From an optimization exercise on the open Yosys and OpenROAD flow, aimed at small area; shortcuts taken in it are not production practice. Only simulation tests tie the RTL to the original design; equivalence was not proved. Power is estimated from default activity; no workload was simulated.

## design/flow/design.v

```verilog
`timescale 1ns / 1ps
module linked_list (
    input wire clk,
    input wire btnC,
    input [15:0] sw,
    output [3:0] an,
    output [6:0] seg,
    output reg [1:0] led
    );
    localparam [1:0] S_IDLE = 2'd0, S_PEND = 2'd1, S_SRCH = 2'd2, S_TRAV = 2'd3;
    wire [7:0] in_data = sw[7:0];
    wire [2:0] op = sw[15:13];
    reg [3:0] db_cnt;
    reg db_state;
    reg btnc_del;
    reg [2:0] op_prev;
    always @(posedge clk) begin
        if (btnC != db_state) begin
            db_cnt <= db_cnt + 1'b1;
            if (&db_cnt) begin
                db_state <= btnC;
                db_cnt <= 4'd0;
            end
        end else begin
            db_cnt <= 4'd0;
        end
        btnc_del <= db_state;
        op_prev <= op;
    end
    wire clr = db_state & ~btnc_del;
    wire op_new = (|(op & ~op_prev)) & op[2];
    reg [1:0] st;
    reg [1:0] opd;           
    reg [4:0] h;             
    reg [4:0] t;             
    reg full;                
    reg [4:0] p;             
    reg [3:0] dc;            
    reg en;                  
    reg en_d;                
    reg [7:0] c;             
    reg [7:0] R [0:31];
    wire empty = (h == t) & ~full;
    wire [4:0] addr = p;
    wire [4:0] p1 = p + 1'b1;
    wire [31:0] a_eq;
    genvar gi;
    generate
        for (gi = 0; gi < 32; gi = gi + 1) begin : g_dec
            assign a_eq[gi] = (gi == addr);
        end
    endgenerate
    reg [7:0] rd;
    integer j;
    always @(*) begin
        rd = 8'd0;
        for (j = 0; j < 32; j = j + 1)
            rd = rd | (R[j] & {8{a_eq[j]}});
    end
    wire kend = (p == t) & ~(full & dc[0]);
    wire match = (rd == in_data);
    wire ins_go = (st == S_PEND) & ~opd[1] & ~full;
    wire srch = (st == S_SRCH);
    wire [7:0] wbus = srch ? c : in_data;
    generate
        for (gi = 0; gi < 32; gi = gi + 1) begin : g_slot
            always @(posedge clk)
                if ((ins_go | srch) & a_eq[gi])
                    R[gi] <= wbus;
        end
    endgenerate
    always @(posedge clk) begin
        en_d <= en;
        c <= rd;
        if (dc == 4'd0 && en)
            p <= p1;
        if (clr) begin
            t <= h;
            full <= 1'b0;
            led <= 2'b00;
            en <= 1'b0;
            dc <= 4'd0;
            st <= S_IDLE;
        end else begin
            case (st)
                S_IDLE: begin
                    if (op_new) begin
                        st <= S_PEND;
                        opd <= op[1:0];
                        case (op[1:0])
                            2'b01: p <= t;
                            2'b10: p <= h;
                            default: p <= h - 1'b1;
                        endcase
                    end
                end
                S_PEND: begin
                    st <= S_IDLE;
                    case (opd)
                        2'b00, 2'b01: begin
                            if (full)
                                led[0] <= 1'b1;
                            else begin
                                led <= 2'b00;
                                if (~opd[0]) begin
                                    h <= p;
                                    full <= (p == t);
                                end else begin
                                    t <= p1;
                                    full <= (p1 == h);
                                end
                            end
                        end
                        2'b10: begin
                            dc[0] <= 1'b1;
                            if (empty)
                                led[1] <= 1'b1;
                            else begin
                                led[1] <= 1'b0;
                                st <= S_SRCH;
                            end
                        end
                        2'b11: begin
                            dc <= 4'd0;
                            if (empty)
                                led[1] <= 1'b1;
                            else begin
                                led[1] <= 1'b0;
                                st <= S_TRAV;
                            end
                        end
                    endcase
                end
                S_SRCH: begin
                    if (kend) begin
                        st <= S_IDLE;
                        h <= h + 1'b1;
                        t <= p1;
                    end else if (match) begin
                        st <= S_IDLE;
                        led[0] <= 1'b0;
                        h <= h + 1'b1;
                        full <= 1'b0;
                    end else begin
                        p <= p1;
                        dc[0] <= 1'b0;
                    end
                end
                S_TRAV: begin
                    if (dc == 4'd10) begin
                        dc <= 4'd0;
                        if (p1 == t && (en || !full)) begin
                            en <= 1'b0;
                            st <= S_IDLE;
                        end else
                            en <= 1'b1;
                    end else
                        dc <= dc + 1'b1;
                end
            endcase
        end
    end
    function [6:0] hex2seg(input [3:0] x);
        case (x)
            4'h0: hex2seg = 7'b1000000;
            4'h1: hex2seg = 7'b1111001;
            4'h2: hex2seg = 7'b0100100;
            4'h3: hex2seg = 7'b0110000;
            4'h4: hex2seg = 7'b0011001;
            4'h5: hex2seg = 7'b0010010;
            4'h6: hex2seg = 7'b0000010;
            4'h7: hex2seg = 7'b1111000;
            4'h8: hex2seg = 7'b0000000;
            4'h9: hex2seg = 7'b0010000;
            4'hA: hex2seg = 7'b0001000;
            4'hB: hex2seg = 7'b0000011;
            4'hC: hex2seg = 7'b1000110;
            4'hD: hex2seg = 7'b0100001;
            4'hE: hex2seg = 7'b0000110;
            default: hex2seg = 7'b0001110;
        endcase
    endfunction
    reg [2:0] ph;            
    reg c3;                  
    reg done;                
    reg [6:0] seg_r;
    wire [1:0] digit = ph[2:1];
    always @(posedge clk or posedge btnC) begin
        if (btnC) begin
            ph <= 3'd0;
            c3 <= 1'b0;
            done <= 1'b0;
            seg_r <= 7'b1111111;
        end else begin
            ph <= ph + 1'b1;
            if (ph == 3'd7)
                c3 <= 1'b1;
            if (c3 && ph == 3'd3)
                done <= 1'b1;
            if (ph[0]) begin
                if (!done) begin
                    case (digit)
                        2'd0: seg_r <= 7'b0000111;
                        2'd1: seg_r <= 7'b0010010;
                        2'd2: seg_r <= 7'b0101111;
                        default: seg_r <= 7'b0111111;
                    endcase
                end else if (digit[1] | ~en_d)
                    seg_r <= 7'b1111111;
                else
                    seg_r <= hex2seg(digit[0] ? rd[7:4] : rd[3:0]);
            end
        end
    end
    wire started = c3 | ph[2] | ph[1];
    wire [1:0] shown = digit - 1'b1;
    assign an = started ? ~(4'b0001 << shown) : 4'b1111;
    assign seg = seg_r;
endmodule
```

## design/flow/flow/run.sh

```bash
#!/bin/bash
# The standard flow (standard.sh), with these changes:
#  - ABC maps the logic with the area-oriented script flow/abc_area_min.script
#    in place of ORFS's abc script, and adders are left to ABC too (no
#    ADDER_MAP_FILE); every Yosys step that maps registers is the standard
#    synthesis's, so the registers are the same;
#  - the port buffers are buf_1 cells;
#  - clock tree synthesis uses clkbuf_8 buffers, sink clusters of at most 20
#    flip-flops and no dummy loads.
# Each tool's output is in orfs/logs/ (ORFS's own per-step logs) and make's in
# flow_make.log.
set -euo pipefail
W=$(pwd)
sed "s|source \$::env(SCRIPTS_DIR)/synth.tcl|source $W/my_synth.tcl|" synth_recipe.tcl > my_synth_recipe.tcl
grep -q "my_synth.tcl" my_synth_recipe.tcl
sed "s|^  log_cmd abc {\*}\$abc_args$|  log_cmd abc -script $W/flow/abc_area_min.script {*}\$lib_args {*}\$lib_dont_use_args|" "$FLOW_HOME/scripts/synth.tcl" > my_synth.tcl
grep -q "abc_area_min" my_synth.tcl
sed "s|SYNTH_SCRIPT=[^ ]*|SYNTH_SCRIPT=$W/my_synth_recipe.tcl ADDER_MAP_FILE=|" standard.sh > my_standard.sh
grep -q "my_synth_recipe" my_standard.sh
export BUFFER_PORTS_ARGS="-buffer_cell sky130_fd_sc_hd__buf_1"
export CTS_ARGS="-sink_clustering_enable -repair_clock_nets -dont_use_dummy_load -buf_list sky130_fd_sc_hd__clkbuf_8 -sink_clustering_size 20 -sink_clustering_max_diameter 60"
bash my_standard.sh > flow_make.log 2>&1
```

## design/flow/flow/abc_area_min.script

```
&get -n
&st
&deepsyn -T 60
&st
&dch
&nf -R 1000 -p
&st
&dch -f
&nf -R 1000 -p
&put
```

## design/flow/standard.sh

```bash
#!/bin/bash
# synth_recipe.tcl (not shown) runs the flow's synth.tcl, then flattens the netlist and writes it again
# the make line also repeats each setting of config.mk as NAME=value (left out here)
make -C /OpenROAD-flow-scripts/flow DESIGN_CONFIG=/design/flow/config.mk WORK_HOME=/design/flow/orfs CLKGATE_MAP_FILE= SYNTH_SCRIPT=/design/flow/synth_recipe.tcl "${@:-finish}"
```

## design/flow/config.mk

```make
export PLATFORM = sky130hd
export DESIGN_NAME = linked_list
export DESIGN_NICKNAME = linked_list
export VERILOG_FILES = /design/flow/design.v
export SDC_FILE = /design/flow/constraint.sdc
export NUM_CORES = 4
export LEC_CHECK = 0
export CAP_MARGIN = 5
export CORE_MARGIN = 2
export CORE_UTILIZATION = 50
export GPL_TIMING_DRIVEN = 0
export PLACE_DENSITY = 0.6
export SLEW_MARGIN = 5
```

## design/flow/constraint.sdc

```tcl
create_clock -name core_clock -period 8.0 [get_ports {clk}]
set_input_delay 1.6000 -clock core_clock [delete_from_list [all_inputs] [get_ports {clk}]]
set_output_delay 1.6000 -clock core_clock [all_outputs]
set_load 0.01 [all_outputs]
```

==> flow_metrics.py, run 1 <==
metrics = {
    "worst_setup_path": {
        "cp_data_required_time_ns": 8.45,
        "r2r-end": "p[2]$_DFF_P_",
        "critical_path_class": "reg2reg",
        "crit_path_max_fanout": 17,
        "reg2reg_slack_ns": 1.90,
        "reg2reg_depth": 13,
        "crit_arrival_ns": 6.55,
        "end_kind": "flop",
        "crit_path_end": "p[2]$_DFF_P_",
        "cp-start-kind": "flop",
        "r2r-start": "p[0]$_DFF_P_",
        "crit_start": "p[0]$_DFF_P_",
    },
    "sta": {
        "finalMaxSlewViolations": 0,
        "rsz0062_at_grt": "false",
        "finalCritPeriodShare_pct": 76.3,
        "hold_violations": 0,
        "fmax_mhz": 164,
        "fin_skew_ns": 0.0445,
        "finalSetupViolCount": 0,
        "worst_slack_ns": 1.90,
        "period_needed_ns": 6.10,
        "relSlewSlack_pct": 10.9,
        "fin_tns_setup_ns": 0,
        "worstMarginPinSlew_ns": 1.33,
    },
    "yosys": {
        "synth_area_leaders": "edfxtp_1 (66%), dfxtp_1 (5.3%), a22oi_1 (4.1%)",
        "synth_top_cell_by_area": "edfxtp_1",
        "ys_seq_area_share_pct": 74.2,
        "netlist_area_um2": 12200,
        "async_reset_ff_share_pct": 3.83,
        "synth-seq-cells": 313,
        "syn_avg_cell_area_um2": 14.8,
        "synth_top_flop_cell": "edfxtp_1",
        "synth_cells": 820,
        "yosysUniqueCellTypes": 49,
        "ys_warn_count": 2,
        "synth_top_area_share_pct": 66.4,
        "syn_nets": 838,
        "synth_edf_count": 269,
    },
    "grt": {
        "grt_pass1_wl_mm": 50.0,
        "grt_max_degree": 33,
        "grtUsageTotal_pct": 26.6,
        "grt_overflow": 0,
        "antenna_found_initial": 1,
        "first_global_vias": 7626,
    },
    "floorplan": {
        "dieHeight_um": 160,
        "rows": 57,
        "initial_core_util_pct": 50.5,
        "io_pins": 31,
        "core_um2": 24100,
        "die_area_um2": 25600,
        "die_w_um": 160,
    },
    "place": {
        "placed_cells": 1193,
        "dp_hpwl_mm": 23.5,
        "dp_slack_ns": 2.15,
        "finalWeightedCongestion": 0.886,
        "io_buffers": 25,
    },
    "drt": {
        "vias": 7905,
        "routedWlPerCell_um": 28.0,
        "wl_mm": 34.1,
        "drt_pass1_iterations": 5,
        "drt_iter0_markers": 1076,
        "vias_per_cell": 6.48,
        "drc": 0,
        "ant_nets": 0,
    },
    "clock_network": {
        "ctsHoldBuffers": 0,
        "root_buffer": "clkbuf_8",
        "path_clk_slew_ns": 0.11,
        "clk_latency_ns": 0.58,
        "cts_buffers": 25,
        "cts_tree": "done",
        "cts_resized": 0,
        "ctsLongestPathBuffers": 3,
        "cts_setup_buffers": 0,
        "clock_sinks": 313,
        "cts.htree.levels": 1,
    },
    "finish": {
        "final_util_pct": 56.0,
        "diodes": 0,
        "fillers": 1978,
        "syn2layout_area_growth_pct": 11.0,
        "drive_gt1_share_pct": 10.5,
        "fin_cells": 1219,
        "nets": 915,
    },
    "flow_run": {
        "drv_cap": 0,
    },
    "status": {
        "status": "complete, no violations",
    },
    "pwr": {
        "leakage_uw": 0.00416,
        "power_density_nw_per_um2": 323,
        "peakVddDrop_mv": 0.142,
    },
    "hold_path": {
        "hp-class": "reg2reg",
    },
}
## layer usage
metal / vias to the layer above / GRT usage (%) / wire length (µm) / share of wire [%]
met2: 410 / 43.6 / 16100 / 47
met5: - / 0 / 0 / 0
met3: 70 / 4.65 / 3250 / 9.5
met1: 3988 / 36.8 / 13500 / 40
li1: 3437 / - / - / -
met4: 0 / 8.52 / 1240 / 3.6
## power by group
part           switching [µW]  internal [µW]
Clock                     487            280
Combinational            1000            435
Sequential                114           2040
## worst max-delay path: stages (launching register included)
cell	delay, ns
dfxtp_1	0.65
or2_0	1.04
nor2_1	0.64
a221oi_1	0.76
nand4_1	0.28
or3_1	0.56
xor2_1	0.19
nor4_1	0.25
nand4_1	0.20
and2_0	0.27
a2bb2oi_1	0.60
o21ba_1	0.19
nor3_1	0.05
a221o_1	0.28
## final cells by class
class | count | area [µm²] | area share [%]
sequential | 313 | 9030 | 66.9
multi-input combinational | 494 | 3250 | 24.1
timing repair buffer | 50 | 414 | 3.07
tap | 324 | 405 | 3.00
clock buffer | 25 | 344 | 2.55
inverter | 13 | 48.8 | 0.362
## cells in the final DEF, fill, tap and decap left out, types with 3 or more instances in the layout
cell	synthesis	layout
edfxtp_1	269	269
xor2_1	16	16
nand2b_1	11	11
a31oi_1	3	3
nand2_1	28	28
nor3b_1	4	4
o21ai_0	18	18
dfstp_2	7	7
nor3_1	43	15
clkbuf_8	0	25
a221oi_1	32	32
and2_0	7	7
and3_1	3	3
buf_8	0	6
o21a_1	3	3
nor3_2	0	28
dfrtp_1	5	5
nor2b_1	11	11
xnor2_1	15	15
nor2_1	96	87
a22o_1	32	32
nand4_1	28	28
buf_6	0	10
dfxtp_1	32	32
clkinv_1	13	13
buf_1	0	25
nand3_1	5	5
a21oi_1	23	23
o31ai_1	4	4
nor2_2	0	8
o221ai_1	3	3
or3_1	10	10
a22oi_1	67	67
buf_4	0	4
mux2i_1	5	5
## per-stage QoR
step	hold WS, ns	power, µW	area [µm²]
2_1_floorplan	0.355	2970	12200
3_5_place_dp	0.377	3580	13100
4_1_cts	0.368	4320	13500
5_1_grt	0.382	4530	13500
3_3_place_gp	0.376	3420	12700
6_report	0.356	4350	13500
## worst min-delay path by stage
stage	start	cells after the start	to	slack [ns]
after floorplan	en$_SDFFE_PP0P_	0	en_d$_DFF_P_	0.35
after global placement	en$_SDFFE_PP0P_	0	en_d$_DFF_P_	0.38
after detailed placement	en$_SDFFE_PP0P_	0	en_d$_DFF_P_	0.38
after CTS	en$_SDFFE_PP0P_	0	en_d$_DFF_P_	0.37
after global routing	en$_SDFFE_PP0P_	0	en_d$_DFF_P_	0.38
final	en$_SDFFE_PP0P_	0	en_d$_DFF_P_	0.36
## state kept, by name, indices dropped and copies added (netlist names), 4 cells and up
register	flops
t	5
p	5
seg_r	7
c	8
h	5
db_cnt	4
R	256
dc	4
## logic make-up after synthesis
group	share of synthesized area, %
DFF	74.2
muxes	0.504
buffers and inverters	0.401
AOI/OAI and AO/OA	12.4
and+or+nand+nor	10.2
xor gates and xnor gates	2.23
## synth_stat cells, drive strengths merged (3+ instances only)
cell and instances:
dfstp 7, a22o 32, dfrtp 5, or3 10, a21oi 23, nor2 96
nor3b 4, mux2i 5, nor3 43, xor2 16, a221oi 32, nand4 28
nand2b 11, and2 7, a22oi 67, edfxtp 269, o31ai 4, dfxtp 32
clkinv 13, o21ai 18, xnor2 15, and3 3, a31oi 3, o221ai 3
o21a 3, nand2 28, nor2b 11, nand3 5
==> run 2: changes to the inputs <==
==> design/flow/flow/abc_area_min.script (replaced) <==
&get -n
&st
&dch
&nf -R 1000 -p
&st
&syn2
&dch
&nf -R 1000 -p
&st
&dch -f
&nf -R 1000 -p
&put
==> run 2 against run 1 <==
Net effect: flip-flop and latch count stayed put; power up 0.52%; final cell count grew 3.2%; clock power about the same; still clean; routed wire length down 13%; die area grew 2.2%; non-clock buffer count fell by 13; fmax increased by 13%; combinational power down 3%; critical endpoint is now h[3]$_DFFE_PP_; largest cell class unchanged; first-iteration DRC count shrank 16%; cell area rose by 0.17%.
==> flow_metrics.py, run 2 <==
metrics = {
    "finish": {
        "final_cell_mix": "edfxtp_1 (269), nor2_1 (86), a22oi_1 (66)",
        "diodes": 0,
        "final_common_cell": "edfxtp_1",
        "largest-register": "R",
        "largest_reg_flops": 256,
        "drive_gt1_share_pct": 6.96,
        "reg_top3": "R (256), c (8), seg_r (7)",
        "nets": 954,
        "syn2layout_area_growth_pct": 8.74,
        "fin_area_um2": 13500,
    },
    "yosys": {
        "syn_nets": 889,
        "synth-seq-cells": 313,
        "synth_top_flop_cell": "edfxtp_1",
        "yosys.area_share.adder_pct": 0,
        "netlist_area_um2": 12400,
        "synth_top_cell_by_area": "edfxtp_1",
        "async_reset_ff_share_pct": 3.83,
        "synth_common_cells": "edfxtp_1 (269), nor2_1 (95), a22oi_1 (66), nor3_1 (44), a221oi_1 (34)",
        "synth.most_common_cell": "edfxtp_1",
        "yosys.area_share.simple_pct": 11.0,
        "yosysUniqueCellTypes": 47,
        "ys_warn_count": 2,
        "synth-xor-area-share_pct": 1.97,
        "synth_area_leaders": "edfxtp_1 (65%), dfxtp_1 (5.2%), a22oi_1 (4.0%)",
        "syn_avg_cell_area_um2": 14.3,
        "ys_seq_area_share_pct": 72.6,
        "synth_top_family_by_area": "compound AO/OA/AOI/OAI gates",
        "synth_mux_area_share_pct": 0.403,
        "synth_top_area_share_pct": 65.0,
        "synth_compound_area_share_pct": 13.3,
        "synth_edf_count": 269,
        "synth_cells": 871,
    },
    "sta": {
        "relSlewSlack_pct": 11.4,
        "finalMaxSlewViolations": 0,
        "finalSetupViolCount": 0,
        "fin_tns_setup_ns": 0,
        "fin_hold_ws_ns": 0.374,
        "rsz0062_at_grt": "false",
        "fin_skew_ns": 0.0660,
        "hold_violations": 0,
        "worstMarginPinSlew_ns": 1.32,
        "fmax_mhz": 185,
        "finalCritPeriodShare_pct": 67.4,
        "period_needed_ns": 5.39,
    },
    "hold_path": {
        "hold_depth": 0,
        "hp-class": "reg2reg",
        "hold-path-endpoint": "en_d$_DFF_P_",
        "hold_path_startpoint": "en$_SDFFE_PP0P_",
    },
    "clock_network": {
        "cts_setup_buffers": 0,
        "cts_resized": 0,
        "cts_tree": "done",
        "cts_buffers": 26,
        "path_clk_slew_ns": 0.09,
        "clock_sinks": 313,
        "clk_latency_ns": 0.59,
        "ctsHoldBuffers": 0,
        "cts.htree.levels": 1,
        "ctsLongestPathBuffers": 3,
        "root_buffer": "clkbuf_8",
    },
    "drt": {
        "wl_mm": 29.6,
        "drc": 0,
        "drt_iter0_markers": 907,
        "vias_per_cell": 6.30,
        "vias": 7920,
        "routedWlPerCell_um": 23.5,
        "ant_nets": 0,
        "drt_pass1_iterations": 6,
    },
    "worst_setup_path": {
        "crit_buf_inv": 1,
        "reg2reg_slack_ns": 2.61,
        "crit_family": "simple AND/OR/NAND/NOR gates",
        "r2r-end": "h[3]$_DFFE_PP_",
        "cp-start-kind": "flop",
        "crit_path_max_fanout": 22,
        "end_kind": "flop",
        "crit_path_cell_trace": "nand2b_1, nor2_1, a22o_1, a221oi_1, nand4_1, nor3_1, xor2_1, nand4_1, o21bai_1, nor2_1, a2111oi_1, buf_2",
        "max_stage_delay_ns": 0.94,
        "critical_path_class": "reg2reg",
        "crit_arrival_ns": 5.63,
        "slowest_stage": "dfxtp_1",
        "r2r-start": "p[0]$_DFF_P_",
        "cp_data_required_time_ns": 8.24,
        "reg2reg_depth": 12,
    },
    "grt": {
        "antenna_found_initial": 0,
        "grt_max_degree": 33,
        "grt_pass1_wl_mm": 46.1,
        "grt_overflow": 0,
        "grtUsageTotal_pct": 23.0,
        "first_global_vias": 7937,
    },
    "pwr": {
        "combPwrFrac_pct": 31.7,
        "p_clk_share_pct": 17.5,
        "p_seq_share_pct": 50.8,
        "power_density_nw_per_um2": 324,
        "power_switching_uw": 1600,
        "swShare_pct": 36.6,
        "p_int_uw": 2770,
        "peakVddDrop_mv": 0.152,
        "leakage_uw": 0.00410,
    },
    "floorplan": {
        "core_um2": 24400,
        "initial_core_util_pct": 51.0,
        "rows": 57,
        "die_area_um2": 26100,
        "dieHeight_um": 162,
        "io_pins": 31,
        "die_w_um": 162,
    },
    "place": {
        "finalWeightedCongestion": 0.879,
        "dpl_cell_area_um2": 13100,
        "io_buffers": 25,
        "dp_hpwl_mm": 20.6,
    },
    "flow_run": {
        "drv_cap": 0,
    },
    "status": {
        "status": "complete, no violations",
    },
}
run 2: changes by cell type in the layout (fill, tap and decap cells not counted), moves of 9 or more:
cell | previous run | this run
nand2b_1 | 11 | 20
buf_6 | 10 | 0
nor3_2 | 28 | 6
nor3_1 | 15 | 38
clkinv_1 | 13 | 23
nor2b_1 | 11 | 21
nand3_1 | 5 | 14
or3_1 | 10 | 1
run 2: layout make-up:
class	count	area (µm²)
Inverter	23	86.3
Timing Repair Buffer	37	216
Tap cell	324	405
Multi-Input combinational cell	535	3420
Fill cell	1998	10900
Clock buffer	26	358
Sequential cell	313	9030
run 2: per-stage QoR:
step	std cells	setup WS [ns]	util, %	power [µW]
after global routing	1258	2.31	55.4	4600
after global placement	1220	2.22	53.0	3520
after detailed placement	1229	2.80	53.8	3620
final	1258	2.61	55.4	4380
after floorplan	871	3.97	-	3080
after CTS	1255	2.74	55.3	4370
run 2: worst max path at each step:
stage                     depth (start not counted)  slack (ns)        endpoint         start
final                                            12        2.61  h[3]$_DFFE_PP_  p[0]$_DFF_P_
after global routing                             11        2.31  h[3]$_DFFE_PP_  p[1]$_DFF_P_
after CTS                                        12        2.74  h[3]$_DFFE_PP_  p[0]$_DFF_P_
after floorplan                                  12        3.97  h[0]$_DFFE_PP_  p[0]$_DFF_P_
after global placement                           11        2.22  h[1]$_DFFE_PP_  p[0]$_DFF_P_
after detailed placement                         12        2.80  h[0]$_DFFE_PP_  p[0]$_DFF_P_
run 2: cell families after synthesis:
| kind of cell | after synthesis |
|---|---|
| multiplexers | 5 |
| XOR/XNOR | 28 |
| AND/OR/NAND/NOR | 279 |
| AO/OA/AOI/OAI | 223 |
| buffers and inverters | 23 |
| flip-flops | 313 |
run 2: per-layer routing:
| metal | global-route usage (%) | routed length [µm] |
|---|---|---|
| met5 | 0 | 0 |
| met4 | 6.48 | 850 |
| met3 | 3.29 | 1570 |
| met2 | 39.4 | 14500 |
| met1 | 31.2 | 12700 |
run 2: power groups by stage:
| stage | clock network [µW] | logic [µW] | registers (µW) |
|---|---|---|---|
| floorplan | 0 | 872 | 2210 |
| global placement | 0 | 1260 | 2260 |
| detailed placement | 0 | 1360 | 2260 |
| CTS | 777 | 1370 | 2220 |
| global route | 840 | 1520 | 2240 |
| finish | 766 | 1390 | 2220 |
==> run 3: changes to the inputs <==
==> design/flow/flow/abc_area_min.script (replaced) <==
&get -n
&st
&deepsyn -T 60
&st
&dch
&nf -R 1000 -p
&st
&dch -f
&nf -R 1000 -p
&put
--- a/design/flow/config.mk
+++ b/design/flow/config.mk
@@ -8,6 +8,6 @@
 export CAP_MARGIN = 5
 export CORE_MARGIN = 2
-export CORE_UTILIZATION = 50
+export CORE_UTILIZATION = 65
 export GPL_TIMING_DRIVEN = 0
-export PLACE_DENSITY = 0.6
+export PLACE_DENSITY = 0.75
 export SLEW_MARGIN = 5
==> run 3 against run 2 <==
Net effect: setup slack got worse by 0.60 ns; synthesized cell count decreased by 5.9%; global-route usage increased by 9.9 points; die area down 24%; clock-buffer cell count decreased by 4; clock power fell by 5.5%; fmax is 10% lower; sequential power decreased by 3%; critical path type unchanged; largest power group unchanged; first-iteration DRC count grew 23%; register-to-register slack worse by 0.60 ns; sequential share of layout area grew 1.1 points.
==> flow_metrics.py, run 3 <==
metrics = {
    "yosys": {
        "synth-seq-cells": 313,
        "synth_common_cells": "edfxtp_1 (269), nor2_1 (96), a22oi_1 (67), nor3_1 (43)",
        "synth_cells": 820,
        "syn_nets": 838,
        "synth_edf_count": 269,
        "synth_area_leaders": "edfxtp_1 (66%), dfxtp_1 (5.3%), a22oi_1 (4.1%)",
        "yosysUniqueCellTypes": 49,
        "syn_avg_cell_area_um2": 14.8,
        "synth_top_area_share_pct": 66.4,
        "synth.most_common_cell": "edfxtp_1",
        "netlist_area_um2": 12200,
        "ys_seq_area_share_pct": 74.2,
        "synth_top_flop_cell": "edfxtp_1",
        "ys_warn_count": 2,
        "async_reset_ff_share_pct": 3.83,
        "synth_top_cell_by_area": "edfxtp_1",
    },
    "pwr": {
        "combPwrFrac_pct": 32.9,
        "power_density_nw_per_um2": 321,
        "swShare_pct": 36.5,
        "leakage_uw": 0.00411,
        "p_clk_share_pct": 16.9,
        "p_int_uw": 2710,
        "peakVddDrop_mv": 0.190,
        "p_seq_share_pct": 50.2,
        "power_switching_uw": 1560,
    },
    "clock_network": {
        "cts_buffers": 22,
        "cts_resized": 0,
        "ctsLongestPathBuffers": 3,
        "root_buffer": "clkbuf_8",
        "clk_latency_ns": 0.57,
        "cts_setup_buffers": 0,
        "clock_sinks": 313,
        "cts_tree": "done",
        "cts.htree.levels": 1,
        "ctsHoldBuffers": 0,
        "path_clk_slew_ns": 0.12,
    },
    "floorplan": {
        "die_area_um2": 19800,
        "initial_core_util_pct": 65.7,
        "die_w_um": 141,
        "io_pins": 31,
        "core_um2": 18500,
        "rows": 50,
        "dieHeight_um": 141,
    },
    "finish": {
        "final_util_pct": 71.8,
        "final_common_cell": "edfxtp_1",
        "nets": 909,
        "largest_reg_flops": 256,
        "syn2layout_area_growth_pct": 9.36,
        "largest-register": "R",
        "drive_gt1_share_pct": 10.0,
        "reg_top3": "R (256), c (8), seg_r (7)",
        "final_cell_mix": "edfxtp_1 (269), nor2_1 (87), a22oi_1 (67)",
        "diodes": 0,
    },
    "drt": {
        "drt_pass1_iterations": 5,
        "ant_nets": 0,
        "vias": 7979,
        "wl_mm": 32.3,
        "drc": 0,
        "routedWlPerCell_um": 28.7,
        "drt_iter0_markers": 1116,
        "vias_per_cell": 7.11,
    },
    "worst_setup_path": {
        "cp-start-kind": "flop",
        "crit_arrival_ns": 6.28,
        "crit_path_max_fanout": 17,
        "cp_data_required_time_ns": 8.29,
        "critical_path_class": "reg2reg",
        "end_kind": "flop",
    },
    "sta": {
        "hold_violations": 0,
        "fin_tns_setup_ns": 0,
        "finalCritPeriodShare_pct": 74.9,
        "fmax_mhz": 167,
        "worstMarginPinSlew_ns": 1.36,
        "finalSetupViolCount": 0,
        "fin_skew_ns": 0.0595,
        "finalMaxSlewViolations": 0,
        "relSlewSlack_pct": 8.74,
        "period_needed_ns": 5.99,
        "rsz0062_at_grt": "false",
    },
    "place": {
        "io_buffers": 25,
        "finalWeightedCongestion": 0.931,
        "dp_hpwl_mm": 21.8,
    },
    "grt": {
        "grt-busiest-layer": "met2",
        "grtUsageTotal_pct": 33.0,
        "grtUsageMet2_pct": 54.5,
        "antenna_found_initial": 0,
        "grt_pass1_wl_mm": 47.7,
        "grt_overflow": 0,
        "grt_util_met3_pct": 5.47,
        "grt_util_met1_pct": 44.8,
        "first_global_vias": 7685,
        "grt_max_degree": 33,
    },
    "hold_path": {
        "hp-class": "reg2reg",
    },
    "flow_run": {
        "drv_cap": 0,
    },
    "status": {
        "status": "complete, no violations",
    },
}
## run 3: changes by cell type in the layout (fill, tap and decap cells not counted), moves of 5 or more
cell	before	now
nor2b_1	21	11
nor3_1	38	14
clkinv_1	23	13
nor3_2	6	29
or3_1	1	10
nand2_1	33	28
nand3_1	14	5
o21ai_0	24	18
a21o_1	5	0
buf_6	0	8
nand2b_1	20	11
## run 3: worst max-delay path: stages, from the launching register on
cell	delay, ns
dfxtp_1	0.59
or2_0	1.06
nor2_1	0.61
a22o_1	0.39
a221oi_1	0.35
nand4_1	0.30
or3_1	0.54
xor2_1	0.17
nor4_1	0.30
nand4_1	0.21
and2_0	0.28
a2111oi_1	0.65
buf_2	0.29
## run 3: cells by family (layout without fill, tap and decap cells)
group	Yosys count	after routing	synth area share (%)
DFF	313	313	74.2
and+or+nand+nor	255	255	10.2
AOI/OAI and AO/OA	202	202	12.4
xor gates and xnor gates	31	31	2.23
muxes	6	6	0.504
buffers and inverters	13	82	0.401
## run 3: power by group through the flow
stage | clock (µW) | sequential, µW | combinational, µW
floorplan | 0 | 2150 | 821
global route | 771 | 2160 | 1490
finish | 724 | 2150 | 1400
global placement | 0 | 2190 | 1180
detailed placement | 0 | 2180 | 1350
CTS | 714 | 2140 | 1360
## run 3: metrics by stage
stage	setup WS (ns)	total power (µW)	instance area, µm²	std cells	hold slack (ns)
finish	2.01	4280	13300	1123	0.313
global route	1.71	4420	13300	1123	0.329
CTS	2.15	4220	13300	1122	0.314
detailed placement	2.12	3540	13000	1100	0.368
global placement	1.92	3370	12500	1079	0.371
floorplan	3.64	2970	12200	820	0.355
## run 3: final timing paths
kind                            startpoint                   end  slack (ns)  cells after the start
setup reg to reg              p[0]$_DFF_P_        h[3]$_DFFE_PP_        2.01                     12
max in group asynchronous             btnC  seg_r[0]$_DFFE_PP1P_        6.75                      2
setup / recovery              p[0]$_DFF_P_        h[3]$_DFFE_PP_        2.01                     12
hold / removal             en$_SDFFE_PP0P_          en_d$_DFF_P_        0.31                      0
min in group asynchronous             btnC        c3$_DFFE_PP0N_        0.97                      2
hold reg to reg            en$_SDFFE_PP0P_          en_d$_DFF_P_        0.31                      0
## run 3: final cells by class
cell class / count / area, µm²
Multi-Input combinational cell: 494 / 3260
Timing Repair Buffer: 47 / 369
Inverter: 13 / 48.8
Clock buffer: 22 / 303
Tap cell: 234 / 293
Fill cell: 1198 / 5220
Sequential cell: 313 / 9030
## run 3: metal layers
metal	part of all wire [%]	wire length, µm
met5	0	0
met4	4.9	1570
met2	48	15400
met3	11	3700
met1	36	11600
==> run 4: changes to the inputs <==
==> design/flow/flow/abc_area_min.script (replaced) <==
&get -n
&st
&dch
&nf -R 1000 -p
&st
&syn2
&dch
&nf -R 1000 -p
&st
&dch -f
&nf -R 1000 -p
&put
==> run 4 against run 3 <==
Net effect: critical path depth did not move; sequential share of layout area fell by 0.17 points; utilization fell by 0.54 points; synthesized area rose by 2.2%; synthesized cell count rose by 6.2%; fmax rose by 16%; clock power fell by 5.1%; die area rose by 2.1%; sequential power rose by 4%; clock skew fell by 0.021 ns; final cell count rose by 3.7%.
==> flow_metrics.py, run 4 <==
metrics = {
    "worst_setup_path": {
        "reg2reg_slack_ns": 2.84,
        "critical_path_class": "reg2reg",
        "end_kind": "flop",
        "cp-start-kind": "flop",
        "crit_arrival_ns": 5.43,
        "crit_path_max_fanout": 21,
        "cp_data_required_time_ns": 8.27,
    },
    "pwr": {
        "leakage_uw": 0.00408,
        "p_clk_share_pct": 16.0,
        "p_int_uw": 2730,
        "peakVddDrop_mv": 0.185,
        "power_switching_uw": 1570,
        "power_density_nw_per_um2": 323,
        "combPwrFrac_pct": 32.3,
        "swShare_pct": 36.5,
        "p_seq_share_pct": 51.7,
    },
    "status": {
        "status": "complete, no violations",
    },
    "finish": {
        "drive_gt1_share_pct": 6.24,
        "largest_reg_flops": 256,
        "diodes": 0,
        "fin_area_um2": 13300,
        "fin_cells": 1164,
        "fillers": 1263,
        "reg_top3": "R (256), c (8), seg_r (7)",
        "syn2layout_area_growth_pct": 7.27,
        "final_common_cell": "edfxtp_1",
        "final_cell_mix": "edfxtp_1 (269), nor2_1 (86), a22oi_1 (66)",
        "nets": 950,
        "largest-register": "R",
    },
    "sta": {
        "fmax_mhz": 194,
        "hold_violations": 0,
        "fin_skew_ns": 0.0383,
        "relSlewSlack_pct": 11.4,
        "fin_tns_setup_ns": 0,
        "worstMarginPinSlew_ns": 1.32,
        "period_needed_ns": 5.16,
        "finalSetupViolCount": 0,
        "rsz0062_at_grt": "false",
        "finalCritPeriodShare_pct": 64.5,
        "finalMaxSlewViolations": 0,
        "fin_hold_ws_ns": 0.371,
    },
    "clock_network": {
        "cts_setup_buffers": 0,
        "cts_resized": 0,
        "clock_sinks": 313,
        "ctsLongestPathBuffers": 3,
        "cts_buffers": 21,
        "cts_tree": "done",
        "cts.htree.levels": 1,
        "root_buffer": "clkbuf_8",
        "ctsHoldBuffers": 0,
        "clk_latency_ns": 0.55,
        "path_clk_slew_ns": 0.11,
    },
    "place": {
        "dp_hpwl_mm": 19.7,
        "io_buffers": 25,
        "placed_cells": 1142,
        "dpl_cell_area_um2": 13000,
        "finalWeightedCongestion": 0.922,
    },
    "drt": {
        "ant_nets": 0,
        "routedWlPerCell_um": 24.1,
        "wl_mm": 28.1,
        "vias_per_cell": 6.92,
        "drt_pass1_iterations": 5,
        "drt_iter0_markers": 713,
        "vias": 8053,
        "drc": 0,
    },
    "yosys": {
        "syn_avg_cell_area_um2": 14.3,
        "synth_cells": 871,
        "synth_top_flop_cell": "edfxtp_1",
        "synth_top_area_share_pct": 65.0,
        "async_reset_ff_share_pct": 3.83,
        "syn_nets": 889,
        "ys_warn_count": 2,
        "netlist_area_um2": 12400,
        "ys_seq_area_share_pct": 72.6,
        "yosysUniqueCellTypes": 47,
        "synth_area_leaders": "edfxtp_1 (65%), dfxtp_1 (5.2%), a22oi_1 (4.0%)",
        "synth.most_common_cell": "edfxtp_1",
        "synth_top_cell_by_area": "edfxtp_1",
        "synth_edf_count": 269,
        "synth_common_cells": "edfxtp_1 (269), nor2_1 (95), a22oi_1 (66), nor3_1 (44), a221oi_1 (34)",
        "synth-seq-cells": 313,
    },
    "floorplan": {
        "die_w_um": 142,
        "dieHeight_um": 142,
        "io_pins": 31,
        "core_um2": 18700,
        "rows": 50,
        "initial_core_util_pct": 66.5,
        "die_area_um2": 20200,
    },
    "hold_path": {
        "hp-class": "reg2reg",
    },
    "grt": {
        "grtUsageTotal_pct": 28.0,
        "first_global_vias": 7677,
        "grt_max_degree": 33,
        "antenna_found_initial": 0,
        "grt_pass1_wl_mm": 43.0,
        "grt_overflow": 0,
    },
    "flow_run": {
        "drv_cap": 0,
    },
}
[run 4: layout make-up]
type / count / area (µm²) / area share [%]
repair buffers: 38 / 246 / 1.85
well taps: 234 / 293 / 2.20
multi-input cells: 535 / 3390 / 25.4
inverters: 23 / 86.3 / 0.647
clock buffers: 21 / 289 / 2.17
flip-flops and latches: 313 / 9030 / 67.7
[run 4: path summary, 6_finish.rpt]
kind / startpoint / end / cells past startpoint
setup reg to reg: p[1]$_DFF_P_ / h[2]$_DFFE_PP_ / 12
min in group asynchronous: btnC / ph[1]$_DFF_PP0_ / 2
max in group asynchronous: btnC / seg_r[6]$_DFFE_PP1P_ / 2
setup / recovery: p[1]$_DFF_P_ / h[2]$_DFFE_PP_ / 12
hold reg to reg: en$_SDFFE_PP0P_ / en_d$_DFF_P_ / 0
hold / removal: en$_SDFFE_PP0P_ / en_d$_DFF_P_ / 0
[run 4: kinds of logic after synthesis]
group	synth area share (%)
simple gates	11.0
mux	0.403
buf+inv	0.694
flops	72.6
xor+xnor	1.97
compound gates	13.3
[run 4: per-stage QoR]
stage,utilization [%],total power [µW],setup WS [ns]
global placement,68.5,3470,2.51
detailed placement,69.6,3610,2.98
finish,71.3,4300,2.84
global route,71.3,4490,2.49
floorplan,-,3080,3.97
CTS,71.2,4270,2.97
[run 4: routing by layer]
layer / global-route usage [%] / wire length, µm / vias up
li1: - / - / 3599
met1: 39.4 / 11200 / 3935
met2: 46.3 / 13700 / 445
met3: 4.00 / 2140 / 74
met4: 8.81 / 980 / 0
met5: 0 / 0 / -
[run 4: worst max-delay path, cell delays in order (launching register included)]
cell       delay [ns]
dfxtp_1          0.90
nand2_1          0.58
nor3_1           1.07
a22o_1           0.27
a221oi_1         0.07
nand4_1          0.28
nor3_1           0.16
xor2_1           0.17
nand4_1          0.15
o21bai_1         0.21
nor2_1           0.17
a2111oi_1        0.61
buf_2            0.25
[run 4: power groups by stage]
stage          Clock [µW]  Sequential, µW  Combinational, µW
3_3_place_gp            0            2260               1210
4_1_cts               695            2220               1360
3_5_place_dp            0            2260               1350
6_report              687            2230               1390
2_1_floorplan           0            2210                872
5_1_grt               744            2240               1510
==> run 5: changes to the inputs <==
--- a/design/flow/design.v
+++ b/design/flow/design.v
@@ -62,9 +62,9 @@
     wire ins_go = (st == S_PEND) & ~opd[1] & ~full;
     wire srch = (st == S_SRCH);
-    wire [7:0] wbus = srch ? c : in_data;
+    wire [7:0] wbus = srch ? c : ins_go ? in_data : rd;
     generate
         for (gi = 0; gi < 32; gi = gi + 1) begin : g_slot
             always @(posedge clk)
-                if ((ins_go | srch) & a_eq[gi])
+                if (a_eq[gi])
                     R[gi] <= wbus;
         end
--- a/design/flow/flow/run.sh
+++ b/design/flow/flow/run.sh
@@ -2,6 +2,6 @@
 # The standard flow (standard.sh), with these changes:
 #  - ABC maps the logic with the area-oriented script flow/abc_area_min.script
-#    in place of ORFS's abc script, and adders are left to ABC too (no
-#    ADDER_MAP_FILE); every Yosys step that maps registers is the standard
+#    (a time-limited &deepsyn, then &nf) in place of ORFS's abc script, and
+#    adders are left to ABC too (no ADDER_MAP_FILE); every Yosys step that maps registers is the standard
 #    synthesis's, so the registers are the same;
 #  - the port buffers are buf_1 cells;
==> design/flow/flow/abc_area_min.script (replaced) <==
&get -n
&st
&deepsyn -T 60
&st
&dch
&nf -R 1000 -p
&st
&dch -f
&nf -R 1000 -p
&put
==> run 5 against run 4 <==
Net effect: synthesized area shrank 3.3%; clock skew grew 0.0047 ns; clock power is essentially flat; combinational power grew 32%; cell area shrank 1.2%; fmax grew 6.0%; utilization grew 1.6 points; non-clock buffer count grew 16; clock-buffer cell count is the same; hold slack gained 0.0095 ns; power grew 26%; critical path type unchanged; largest power group unchanged.
==> flow_metrics.py, run 5 <==
metrics = {
    "finish": {
        "seqCellArea_um2": 9030,
        "final_cell_mix": "edfxtp_1 (269), a22oi_1 (72), nand2_1 (53)",
        "diodes": 0,
        "final_common_cell": "edfxtp_1",
        "largest-register": "R",
        "syn2layout_area_growth_pct": 9.59,
        "reg_top3": "R (256), c (8), seg_r (7)",
        "fillers": 1090,
        "multi_input_area_um2": 3030,
        "largest_reg_flops": 256,
        "drive_gt1_share_pct": 10.2,
        "nets": 889,
    },
    "worst_setup_path": {
        "r2r-start": "p[2]$_DFF_P_",
        "crit_arrival_ns": 5.31,
        "r2r-end": "p[3]$_DFF_P_",
        "slowest_stage": "or2_0",
        "crit_path_max_fanout": 16,
        "reg2reg_slack_ns": 3.13,
        "max_stage_delay_ns": 0.67,
        "end_kind": "flop",
        "reg2reg_depth": 15,
        "cp-start-kind": "flop",
        "cp_data_required_time_ns": 8.44,
        "critical_path_class": "reg2reg",
        "crit_path_cell_trace": "or2_0, nor2_2, a22o_1, a221oi_1, nand4_1, or3_1, xnor2_1, nand4_1, nor2_1, nor3_1, nand2_1, o21a_1, nor2_1, o22ai_1, a221oi_1",
    },
    "sta": {
        "finalSetupViolCount": 0,
        "fmax_mhz": 205,
        "period_needed_ns": 4.87,
        "hold_violations": 0,
        "worstMarginPinSlew_ns": 1.26,
        "relSlewSlack_pct": 15.6,
        "rsz0062_at_grt": "false",
        "finalMaxSlewViolations": 0,
        "fin_tns_setup_ns": 0,
        "fin_skew_ns": 0.0430,
        "worst_slack_ns": 3.13,
        "finalCritPeriodShare_pct": 60.8,
    },
    "clock_network": {
        "path_clk_slew_ns": 0.11,
        "cts_setup_buffers": 0,
        "cts_tree": "done",
        "cts_resized": 0,
        "cts.htree.levels": 1,
        "cts_buffers": 21,
        "ctsHoldBuffers": 0,
        "clock_sinks": 313,
        "root_buffer": "clkbuf_8",
        "clk_latency_ns": 0.55,
        "ctsLongestPathBuffers": 3,
    },
    "pwr": {
        "p_int_uw": 3450,
        "p_seq_share_pct": 53.6,
        "peakVddDrop_mv": 0.214,
        "power_switching_uw": 1970,
        "swShare_pct": 36.3,
        "p_clk_share_pct": 12.6,
        "combPwrFrac_pct": 33.7,
        "power_density_nw_per_um2": 411,
        "leakage_uw": 0.00414,
    },
    "drt": {
        "ant_nets": 0,
        "routedWlPerCell_um": 24.8,
        "vias_per_cell": 6.88,
        "vias": 7551,
        "wl_mm": 27.2,
        "drt_pass1_iterations": 19,
        "drc": 0,
        "drt_iter0_markers": 845,
    },
    "hold_path": {
        "hold_depth": 0,
        "hp-class": "reg2reg",
        "hold-path-endpoint": "en_d$_DFF_P_",
        "hold_path_startpoint": "en$_SDFFE_PP0P_",
    },
    "yosys": {
        "yosysUniqueCellTypes": 46,
        "syn_nets": 812,
        "synth_top_flop_cell": "edfxtp_1",
        "async_reset_ff_share_pct": 3.83,
        "synth_cells": 794,
        "synth_area_leaders": "edfxtp_1 (67%), dfxtp_1 (5.3%), a22oi_1 (4.5%)",
        "synth_common_cells": "edfxtp_1 (269), a22oi_1 (72), nor2_1 (71), nand2_1 (53), a221oi_1 (34)",
        "synth.most_common_cell": "edfxtp_1",
        "synth-seq-cells": 313,
        "netlist_area_um2": 12000,
        "ys_seq_area_share_pct": 75.1,
        "synth_edf_count": 269,
        "synth_top_area_share_pct": 67.2,
        "synth_top_cell_by_area": "edfxtp_1",
        "ys_warn_count": 2,
        "syn_avg_cell_area_um2": 15.1,
    },
    "grt": {
        "grtUsageTotal_pct": 28.2,
        "first_global_vias": 7280,
        "antenna_found_initial": 1,
        "grt_pass1_wl_mm": 42.4,
        "grt_max_degree": 33,
        "grt_overflow": 0,
    },
    "floorplan": {
        "rows": 49,
        "io_pins": 31,
        "initial_core_util_pct": 66.5,
        "core_um2": 18100,
        "die_area_um2": 19600,
        "dieHeight_um": 140,
        "die_w_um": 140,
    },
    "place": {
        "dp_slack_ns": 3.23,
        "dp_hpwl_mm": 18.2,
        "io_buffers": 25,
        "finalWeightedCongestion": 0.911,
    },
    "status": {
        "status": "complete, no violations",
    },
    "flow_run": {
        "drv_cap": 0,
    },
}
-- run 5: power groups by stage --
| stage | Clock, µW | Sequential [µW] | Combinational, µW |
|---|---|---|---|
| floorplan | 0 | 2870 | 1130 |
| global placement | 0 | 2920 | 1590 |
| detailed placement | 0 | 2940 | 1790 |
| CTS | 692 | 2900 | 1790 |
| global route | 742 | 2930 | 2000 |
| finish | 684 | 2910 | 1830 |
-- run 5: cell families (layout without fill, tap and decap cells) --
group           after synthesis  in the layout  share of synthesized area, %
xor+xnor                     27             27                          1.97
buf+inv                      15             90                         0.468
simple gates                228            228                          9.13
flops                       313            313                          75.1
mux                           4              4                         0.333
compound gates              207            207                          13.0
-- run 5: how the worst max path moves through the flow --
stage,startpoint,end
after CTS,p[2]$_DFF_P_,h[1]$_DFFE_PP_
after global routing,p[2]$_DFF_P_,h[1]$_DFFE_PP_
after floorplan,p[2]$_DFF_P_,h[0]$_DFFE_PP_
after detailed placement,p[2]$_DFF_P_,h[0]$_DFFE_PP_
final,p[2]$_DFF_P_,p[3]$_DFF_P_
after global placement,p[0]$_DFF_P_,h[0]$_DFFE_PP_
-- run 5: final cells by class --
cell class / instances / area share, %
multi-input cells: 466 / 23.0
inverters: 15 / 0.427
repair buffers: 54 / 3.71
well taps: 229 / 2.17
clock buffers: 21 / 2.19
flip-flops and latches: 313 / 68.5
-- run 5: stage by stage --
stage          hold slack, ns  area [µm²]  total power [µW]  std cells  util [%]
3_3_place_gp            0.385       12400              4510       1048      68.6
5_1_grt                 0.381       13200              5670       1098      72.9
2_1_floorplan           0.355       12000              4000        794         -
3_5_place_dp            0.383       12900              4730       1077      71.3
4_1_cts                 0.371       13200              5380       1098      72.9
6_report                0.380       13200              5420       1098      72.9
-- run 5: worst max-delay path, delay by kind of cell (launching register included) --
| kind | cells | cell delay (ns) |
|---|---|---|
| and+or+nand+nor | 9 | 2.54 |
| DFF | 1 | 0.65 |
| AOI/OAI and AO/OA | 5 | 1.38 |
| xor gates and xnor gates | 1 | 0.18 |
-- run 5: routing by layer --
layer	share of wire, %	vias up	global-route usage [%]
li1	-	3357	-
met1	42	3739	41.1
met2	47	395	45.3
met3	8.9	60	3.69
met4	2.8	0	9.04
met5	0	-	0
==> run 6: changes to the inputs <==
--- a/design/flow/flow/run.sh
+++ b/design/flow/flow/run.sh
@@ -2,6 +2,7 @@
 # The standard flow (standard.sh), with these changes:
 #  - ABC maps the logic with the area-oriented script flow/abc_area_min.script
-#    (a time-limited &deepsyn, then &nf) in place of ORFS's abc script, and
-#    adders are left to ABC too (no ADDER_MAP_FILE); every Yosys step that maps registers is the standard
+#    (&deepsyn, which stops after 50 steps without a gain, then &nf) in place
+#    of ORFS's abc script, and adders are left to ABC too (no
+#    ADDER_MAP_FILE); every Yosys step that maps registers is the standard
 #    synthesis's, so the registers are the same;
 #  - the port buffers are buf_1 cells;
==> design/flow/flow/abc_area_min.script (replaced) <==
&get -n
&st
&deepsyn -J 50 -T 300
&st
&dch
&nf -R 1000 -p
&st
&dch -f
&nf -R 1000 -p
&put
==> run 6 against run 5 <==
Net effect: register-to-register slack got worse by 0.07 ns; sequential share of layout area did not move; die area hardly changed; global-route usage down 0.50 points; critical path type unchanged; largest cell class unchanged; highest routed layer unchanged.
==> flow_metrics.py, run 6 <==
metrics = {
    "status": {
        "status": "complete, no violations",
    },
    "yosys": {
        "synth_mux_area_share_pct": 0.416,
        "synth.most_common_cell": "edfxtp_1",
        "syn_avg_cell_area_um2": 15.2,
        "synth_compound_area_share_pct": 13.3,
        "yosysUniqueCellTypes": 45,
        "netlist_area_um2": 12000,
        "async_reset_ff_share_pct": 3.83,
        "yosys.area_share.adder_pct": 0,
        "synth_common_cells": "edfxtp_1 (269), a22oi_1 (76), nor2_1 (69), nand2_1 (49), a221oi_1 (34)",
        "yosys.area_share.simple_pct": 8.85,
        "ys_warn_count": 2,
        "synth_cells": 790,
        "syn_nets": 808,
        "synth_top_cell_by_area": "edfxtp_1",
        "ys_seq_area_share_pct": 75.1,
        "synth_edf_count": 269,
        "synth_top_flop_cell": "edfxtp_1",
        "synth-seq-cells": 313,
        "synth_top_area_share_pct": 67.2,
        "synth_top_family_by_area": "compound AO/OA/AOI/OAI gates",
        "synth_area_leaders": "edfxtp_1 (67%), dfxtp_1 (5.3%), a22oi_1 (4.7%)",
        "synth-xor-area-share_pct": 1.97,
    },
    "finish": {
        "reg_top3": "R (256), c (8), seg_r (7)",
        "largest_reg_flops": 256,
        "drive_gt1_share_pct": 9.98,
        "fillers": 1131,
        "syn2layout_area_growth_pct": 9.65,
        "final_cell_mix": "edfxtp_1 (269), a22oi_1 (76), nand2_1 (49)",
        "final_common_cell": "edfxtp_1",
        "diodes": 0,
        "fin_cells": 1091,
        "nets": 882,
        "largest-register": "R",
    },
    "hold_path": {
        "hp-class": "reg2reg",
        "hold_depth": 0,
        "hold_path_startpoint": "en$_SDFFE_PP0P_",
    },
    "sta": {
        "rsz0062_at_grt": "false",
        "worstMarginPinSlew_ns": 0.993,
        "period_needed_ns": 4.94,
        "finalSetupViolCount": 0,
        "hold_violations": 0,
        "finalMaxSlewViolations": 0,
        "fin_tns_setup_ns": 0,
        "relSlewSlack_pct": 33.6,
        "fmax_mhz": 203,
        "fin_skew_ns": 0.0480,
        "finalCritPeriodShare_pct": 61.7,
    },
    "worst_setup_path": {
        "crit_path_end": "p[2]$_DFF_P_",
        "r2r-end": "p[2]$_DFF_P_",
        "r2r-start": "p[1]$_DFF_P_",
        "crit_arrival_ns": 5.37,
        "crit_path_max_fanout": 11,
        "crit_start": "p[1]$_DFF_P_",
        "end_kind": "flop",
        "critical_path_class": "reg2reg",
        "cp_data_required_time_ns": 8.43,
        "cp-start-kind": "flop",
        "reg2reg_depth": 14,
        "reg2reg_slack_ns": 3.06,
    },
    "clock_network": {
        "cts_setup_buffers": 0,
        "cts_tree": "done",
        "cts_buffers": 20,
        "cts.htree.levels": 1,
        "ctsLongestPathBuffers": 3,
        "clock_sinks": 313,
        "root_buffer": "clkbuf_8",
        "ctsHoldBuffers": 0,
        "path_clk_slew_ns": 0.11,
        "cts_resized": 0,
        "clk_latency_ns": 0.55,
    },
    "grt": {
        "grtUsageTotal_pct": 27.7,
        "first_global_vias": 7207,
        "grt_pass1_wl_mm": 41.6,
        "grt_overflow": 0,
        "grt_max_degree": 33,
        "antenna_found_initial": 0,
    },
    "floorplan": {
        "initial_core_util_pct": 66.7,
        "die_area_um2": 19600,
        "io_pins": 31,
        "rows": 49,
        "die_w_um": 140,
        "dieHeight_um": 140,
        "core_um2": 18000,
    },
    "place": {
        "placed_cells": 1071,
        "finalWeightedCongestion": 0.882,
        "dp_hpwl_mm": 18.0,
        "io_buffers": 25,
    },
    "flow_run": {
        "drv_cap": 0,
    },
    "drt": {
        "wl_mm": 26.9,
        "drt_iter0_markers": 646,
        "drc": 0,
        "ant_nets": 0,
        "drt_pass1_iterations": 5,
        "vias": 7502,
        "vias_per_cell": 6.88,
        "routedWlPerCell_um": 24.6,
    },
    "pwr": {
        "peakVddDrop_mv": 0.281,
        "power_density_nw_per_um2": 398,
        "leakage_uw": 0.00418,
    },
}
==> run 6: cell count changes in the layout (fill, tap and decap cells not counted), moves of 4 or more <==
cell      delta
a211oi_1     +4
nand2_1      -4
nor3_1       -5
o21ai_0     +12
o22ai_1      -6
a22oi_1      +4
nor2_1       -5
==> run 6: critical path, stage by stage, from the launching register on <==
cell and delay (ns):
dfxtp_1 0.57, or2_0 0.72, nor2_2 0.32, buf_6 0.24
a22o_1 0.23, a221oi_1 0.25, nand4_1 0.16, or3_1 0.52
xnor2_1 0.18, nand4_1 0.14, o21ai_0 0.48, o22ai_1 0.30
nor2b_1 0.28, xnor2_1 0.19, a222oi_1 0.24
==> run 6: where the power goes <==
part / switching (µW) / internal (µW) / total (µW) / leakage, µW
Sequential: 154 / 2710 / 2870 / 0.00285
Clock: 437 / 227 / 664 / 0.000144
Combinational: 1270 / 441 / 1710 / 0.00119
==> run 6: per-layer routing <==
metal  vias to the layer above  routed length [µm]  global-route usage (%)
met5                         -                   0                       0
met4                         0                1080                    10.9
met3                        67                2340                    5.13
met2                       392               12400                    43.1
met1                      3717               11100                    39.6
li1                       3326                   -                       -
==> run 6: per-stage QoR <==
stage	cell area (µm²)	utilization, %	total power, µW	worst slack (ns)	hold WS (ns)
detailed placement	12900	71.6	4590	3.12	0.406
floorplan	12000	-	3900	4.44	0.356
global placement	12400	68.8	4370	2.97	0.413
finish	13200	73.1	5240	3.06	0.389
global route	13200	73.1	5490	2.85	0.394
CTS	13200	73.1	5230	3.13	0.399
==> run 6: cell families after synthesis <==
family / after synthesis
AND/OR/NAND/NOR: 217
buffers and inverters: 13
flip-flops: 313
AO/OA/AOI/OAI: 215
XOR/XNOR: 27
multiplexers: 5
==> run 6: layout make-up <==
cell class / count / area (µm²) / area share [%]
Sequential cell: 313 / 9030 / 68.5
Timing Repair Buffer: 52 / 518 / 3.93
Multi-Input combinational cell: 464 / 3020 / 22.9
Tap cell: 229 / 287 / 2.17
Inverter: 13 / 48.8 / 0.370
Clock buffer: 20 / 275 / 2.09
==> run 6: how the worst min path moves through the flow <==
stage,end,slack [ns]
after global placement,en_d$_DFF_P_,0.41
after CTS,en_d$_DFF_P_,0.40
after floorplan,en_d$_DFF_P_,0.36
final,en_d$_DFF_P_,0.39
after global routing,en_d$_DFF_P_,0.39
after detailed placement,en_d$_DFF_P_,0.41
==> run 7: changes to the inputs <==
--- a/design/flow/config.mk
+++ b/design/flow/config.mk
@@ -6,8 +6,8 @@
 export NUM_CORES = 4
 export LEC_CHECK = 0
-export CAP_MARGIN = 5
+export CAP_MARGIN = 0
 export CORE_MARGIN = 2
 export CORE_UTILIZATION = 65
 export GPL_TIMING_DRIVEN = 0
 export PLACE_DENSITY = 0.75
-export SLEW_MARGIN = 5
+export SLEW_MARGIN = 0
==> run 7 against run 6 <==
Net effect: fmax down 0.81%; first-iteration DRC count up 34%; cell area down 0.74%; sequential share of layout area up 0.51 points; utilization down 0.54 points; setup slack worse by 0.041 ns; die area unchanged; via count about the same; sequential power about the same; final cell count down 0.55%.
==> flow_metrics.py, run 7 <==
metrics = {
    "clock_network": {
        "clock_sinks": 313,
        "path_clk_slew_ns": 0.09,
        "cts_setup_buffers": 0,
        "cts.htree.levels": 1,
        "cts_resized": 0,
        "cts_buffers": 21,
        "ctsHoldBuffers": 0,
        "root_buffer": "clkbuf_8",
        "ctsLongestPathBuffers": 3,
        "clk_latency_ns": 0.56,
        "cts_tree": "done",
    },
    "finish": {
        "diodes": 0,
        "syn2layout_area_growth_pct": 8.84,
        "largest_reg_flops": 256,
        "largest-register": "R",
        "final_common_cell": "edfxtp_1",
        "drive_gt1_share_pct": 9.23,
        "fillers": 1166,
        "reg_top3": "R (256), c (8), seg_r (7)",
        "nets": 876,
        "final_cell_mix": "edfxtp_1 (269), a22oi_1 (76), nand2_1 (49)",
    },
    "yosys": {
        "synth_edf_count": 269,
        "async_reset_ff_share_pct": 3.83,
        "synth_top_area_share_pct": 67.2,
        "syn_avg_cell_area_um2": 15.2,
        "synth.most_common_cell": "edfxtp_1",
        "syn_nets": 808,
        "synth_area_leaders": "edfxtp_1 (67%), dfxtp_1 (5.3%), a22oi_1 (4.7%)",
        "ys_warn_count": 2,
        "synth_top_flop_cell": "edfxtp_1",
        "netlist_area_um2": 12000,
        "synth_common_cells": "edfxtp_1 (269), a22oi_1 (76), nor2_1 (69), nand2_1 (49), a221oi_1 (34)",
        "synth_cells": 790,
        "synth-seq-cells": 313,
        "yosysUniqueCellTypes": 45,
        "ys_seq_area_share_pct": 75.1,
        "synth_top_cell_by_area": "edfxtp_1",
    },
    "grt": {
        "grt_max_degree": 33,
        "grt_overflow": 0,
        "first_global_vias": 7307,
        "antenna_found_initial": 0,
        "grtUsageTotal_pct": 27.7,
        "grt_pass1_wl_mm": 41.5,
    },
    "drt": {
        "wl_mm": 26.9,
        "vias": 7497,
        "drt_iter0_markers": 863,
        "vias_per_cell": 6.91,
        "ant_nets": 0,
        "drc": 0,
        "drt_pass1_iterations": 6,
        "routedWlPerCell_um": 24.8,
    },
    "place": {
        "finalWeightedCongestion": 0.882,
        "io_buffers": 25,
        "dp_hpwl_mm": 17.5,
        "dp_slack_ns": 2.99,
    },
    "pwr": {
        "power_density_nw_per_um2": 401,
        "finalPower_uw": 5250,
        "leakage_uw": 0.00414,
        "peakVddDrop_mv": 0.247,
    },
    "worst_setup_path": {
        "crit_path_max_fanout": 11,
        "cp_data_required_time_ns": 8.40,
        "crit_family": "simple AND/OR/NAND/NOR gates",
        "end_kind": "flop",
        "critical_path_class": "reg2reg",
        "crit_buf_inv": 1,
        "slowest_stage": "or2_0",
        "crit_arrival_ns": 5.38,
        "max_stage_delay_ns": 0.75,
        "crit_path_cell_trace": "or2_0, nor2_2, buf_6, a22o_1, a221oi_1, nand4_1, or3_1, xnor2_1, nand4_1, o21ai_0, o22ai_1, nor2b_1, xnor2_1, a222oi_1",
        "cp-start-kind": "flop",
    },
    "sta": {
        "fin_skew_ns": 0.0594,
        "finalMaxSlewViolations": 0,
        "finalCritPeriodShare_pct": 62.2,
        "fin_tns_setup_ns": 0,
        "period_needed_ns": 4.98,
        "worstMarginPinSlew_ns": 1.05,
        "finalSetupViolCount": 0,
        "hold_violations": 0,
        "worst_slack_ns": 3.02,
        "relSlewSlack_pct": 29.6,
        "fmax_mhz": 201,
        "rsz0062_at_grt": "false",
    },
    "hold_path": {
        "hp-class": "reg2reg",
    },
    "flow_run": {
        "drv_cap": 0,
    },
    "status": {
        "status": "complete, no violations",
    },
    "floorplan": {
        "core_um2": 18000,
        "initial_core_util_pct": 66.7,
        "io_pins": 31,
        "rows": 49,
        "die_area_um2": 19600,
        "die_w_um": 140,
        "dieHeight_um": 140,
    },
}
## run 7: changes by cell type in the layout (fill, tap and decap cells not counted), sizes merged
| cell | delta |
|---|---|
| buf | -7 |
| clkbuf | +1 |
## run 7: worst paths after layout
path                            startpoint                    to  slack [ns]  cells after the start
min                        en$_SDFFE_PP0P_          en_d$_DFF_P_        0.40                      0
max reg2reg                   p[0]$_DFF_P_          p[2]$_DFF_P_        3.02                     14
max in group asynchronous             btnC  seg_r[6]$_DFFE_PP1P_        6.69                      2
min reg2reg                en$_SDFFE_PP0P_          en_d$_DFF_P_        0.40                      0
min in group asynchronous             btnC      done$_DFFE_PP0P_        1.03                      2
max                           p[0]$_DFF_P_          p[2]$_DFF_P_        3.02                     14
## run 7: worst reg2reg max path, delay by kind of cell, from the launching register on
kind / cells / cell delay [ns]
XOR/XNOR: 2 / 0.36
buffers and inverters: 1 / 0.25
AND/OR/NAND/NOR: 6 / 2.16
flip-flops: 1 / 0.57
AO/OA/AOI/OAI: 5 / 1.53
## run 7: cells by family after synthesis
family | synth area share, %
buf+inv | 0.406
mux | 0.416
xor+xnor | 1.97
simple gates | 8.85
flops | 75.1
compound gates | 13.3
## run 7: layer usage
metal | up-vias | GRT usage [%] | part of all wire, %
met5 | - | 0 | 0
li1 | 3322 | - | -
met1 | 3742 | 39.4 | 41
met2 | 359 | 43.3 | 46
met4 | 0 | 10.3 | 3.8
met3 | 74 | 5.57 | 8.9
## run 7: layout make-up
class / instances / area (µm²) / area share (%)
Clock buffer: 21 / 289 / 2.21
Tap cell: 229 / 287 / 2.19
Inverter: 13 / 48.8 / 0.373
Multi-Input combinational cell: 464 / 3020 / 23.1
Timing Repair Buffer: 45 / 409 / 3.13
Sequential cell: 313 / 9030 / 69.0
## run 7: where the power goes
group | switching, µW | leakage, µW | internal, µW | total (µW)
Combinational | 1270 | 0.00114 | 429 | 1700
Sequential | 151 | 0.00285 | 2710 | 2860
Clock | 450 | 0.000151 | 237 | 687
Total | 1870 | 0.00414 | 3380 | 5250
## run 7: metrics by stage
step	util [%]	hold WS (ns)	std cells	area, µm²
floorplan	-	0.356	790	12000
global placement	68.8	0.413	1044	12400
detailed placement	70.9	0.400	1064	12800
CTS	72.5	0.402	1085	13100
global route	72.6	0.408	1085	13100
finish	72.6	0.404	1085	13100
==> run 8: changes to the inputs <==
--- a/design/flow/config.mk
+++ b/design/flow/config.mk
@@ -8,6 +8,6 @@
 export CAP_MARGIN = 0
 export CORE_MARGIN = 2
-export CORE_UTILIZATION = 65
+export CORE_UTILIZATION = 75
 export GPL_TIMING_DRIVEN = 0
-export PLACE_DENSITY = 0.75
+export PLACE_DENSITY = 0.85
 export SLEW_MARGIN = 0
==> run 8 against run 7 <==
Net effect: non-clock buffer count decreased by 8; synthesized area unchanged; utilization increased by 9.4 points; final cell count decreased by 2.0%; largest cell class unchanged; critical path type unchanged; clock power decreased by 1%; via count increased by 2.8%; sequential power about the same; clock skew increased by 0.0039 ns; combinational power increased by 2%; largest power group unchanged; sequential share of layout area increased by 0.83 points; setup slack got worse by 0.059 ns.
==> flow_metrics.py, run 8 <==
metrics = {
    "sta": {
        "relSlewSlack_pct": 7.19,
        "finalCritPeriodShare_pct": 62.9,
        "finalMaxSlewViolations": 0,
        "period_needed_ns": 5.04,
        "fin_hold_ws_ns": 0.382,
        "worst_slack_ns": 2.96,
        "worstMarginPinSlew_ns": 1.39,
        "fin_tns_setup_ns": 0,
        "fin_skew_ns": 0.0633,
    },
    "clock_network": {
        "clk_latency_ns": 0.57,
        "root_buffer": "clkbuf_8",
        "cts_buffers": 20,
        "path_clk_slew_ns": 0.12,
        "clock_sinks": 313,
        "cts_setup_buffers": 0,
        "cts_resized": 0,
        "ctsLongestPathBuffers": 3,
    },
    "floorplan": {
        "dieHeight_um": 131,
        "initial_core_util_pct": 76.2,
        "die_w_um": 131,
        "rows": 46,
        "die_area_um2": 17100,
        "io_pins": 31,
    },
    "place": {
        "dp_slack_ns": 3.01,
        "finalWeightedCongestion": 0.863,
        "dp_hpwl_mm": 17.6,
        "io_buffers": 25,
    },
    "worst_setup_path": {
        "cp-start-kind": "flop",
        "end_kind": "flop",
        "crit_path_max_fanout": 16,
        "r2r-start": "p[0]$_DFF_P_",
        "slowest_stage": "or2_0",
        "crit_arrival_ns": 5.45,
        "r2r-end": "p[2]$_DFF_P_",
        "critical_path_class": "reg2reg",
    },
    "yosys": {
        "synth-xor-area-share_pct": 1.97,
        "ys_warn_count": 2,
        "syn_nets": 808,
        "synth_top_family_by_area": "compound AO/OA/AOI/OAI gates",
        "synth_top_cell_by_area": "edfxtp_1",
        "synth_area_leaders": "edfxtp_1 (67%), dfxtp_1 (5.3%), a22oi_1 (4.7%)",
        "synth-seq-cells": 313,
        "yosys.area_share.adder_pct": 0,
        "ys_seq_area_share_pct": 75.1,
        "yosysUniqueCellTypes": 45,
        "synth.most_common_cell": "edfxtp_1",
        "synth_top_flop_cell": "edfxtp_1",
        "async_reset_ff_share_pct": 3.83,
        "syn_avg_cell_area_um2": 15.2,
        "synth_common_cells": "edfxtp_1 (269), a22oi_1 (76), nor2_1 (69), nand2_1 (49), a221oi_1 (34)",
        "synth_cells": 790,
    },
    "drt": {
        "drc": 0,
        "routedWlPerCell_um": 26.0,
        "ant_nets": 0,
        "drt_pass1_iterations": 6,
        "wl_mm": 27.7,
        "drt_iter0_markers": 1031,
    },
    "status": {
        "status": "complete, no violations",
    },
    "finish": {
        "final_util_pct": 82.0,
        "final_common_cell": "edfxtp_1",
        "fillers": 797,
        "drive_gt1_share_pct": 8.15,
        "syn2layout_area_growth_pct": 7.55,
    },
    "pwr": {
        "finalPower_uw": 5300,
        "leakage_uw": 0.00407,
        "power_density_nw_per_um2": 410,
        "peakVddDrop_mv": 0.317,
    },
    "hold_path": {
        "hold_path_startpoint": "en$_SDFFE_PP0P_",
    },
    "grt": {
        "antenna_found_initial": 0,
        "grt_max_degree": 33,
        "grt_overflow": 0,
    },
}
## run 8: cell counts after synthesis
Identical to the previous run, type by type.
## run 8: critical path, delay by kind of cell (launching register included)
family	cells	cell delay, ns
and+or+nand+nor	6	2.30
AOI/OAI and AO/OA	5	1.65
DFF	1	0.61
xor gates and xnor gates	2	0.35
## run 8: layout make-up
type / count / area (µm²) / share of cell area, %
inverters: 13 / 48.8 / 0.378
multi-input cells: 464 / 3020 / 23.3
clock buffers: 20 / 275 / 2.13
well taps: 216 / 270 / 2.09
flip-flops and latches: 313 / 9030 / 69.8
repair buffers: 37 / 287 / 2.22
## run 8: stage by stage
step                      cell area [µm²]  std cells
final                               12900       1063
after detailed placement            12600       1043
after floorplan                     12000        790
after CTS                           12900       1063
after global placement              12400       1031
after global routing                12900       1063
## run 8: worst max-delay path by stage
stage / end / slack [ns] / from
2_1_floorplan: p[2]$_DFF_P_ / 4.44 / p[2]$_DFF_P_
3_3_place_gp: p[2]$_DFF_P_ / 2.84 / p[2]$_DFF_P_
3_5_place_dp: p[2]$_DFF_P_ / 3.01 / p[0]$_DFF_P_
4_1_cts: p[2]$_DFF_P_ / 2.95 / p[0]$_DFF_P_
5_1_grt: p[2]$_DFF_P_ / 2.73 / p[0]$_DFF_P_
6_report: p[2]$_DFF_P_ / 2.96 / p[0]$_DFF_P_
## run 8: cell families (layout without fill, tap and decap cells)
| kind of cell | count (synthesis) | count (layout) |
|---|---|---|
| AO/OA/AOI/OAI | 215 | 215 |
| XOR/XNOR | 27 | 27 |
| buffers and inverters | 13 | 70 |
| flip-flops | 313 | 313 |
| multiplexers | 5 | 5 |
| AND/OR/NAND/NOR | 217 | 217 |
## run 8: where the power goes
group / internal (µW) / leakage (µW) / switching, µW
combinational: 415 / 0.00108 / 1330
clock: 227 / 0.000144 / 452
sequential: 2720 / 0.00285 / 159
## run 8: per-layer routing
layer / wire length [µm] / vias up / part of all wire, % / GRT usage, %
li1: - / 3300 / - / -
met1: 10500 / 3775 / 38 / 44.6
met2: 13100 / 531 / 47 / 52.0
met3: 2950 / 104 / 11 / 6.96
met4: 1160 / 0 / 4.2 / 16.0
met5: 0 / - / 0 / 0

Setup slack of run 8, layout unchanged: 2.964 ns with ideal ports, 2.964 ns with driving cells assumed (clock clkbuf_16, inputs buf_2), 2.964 ns with port delays also shifted by the 0.579 ns mid clock arrival.
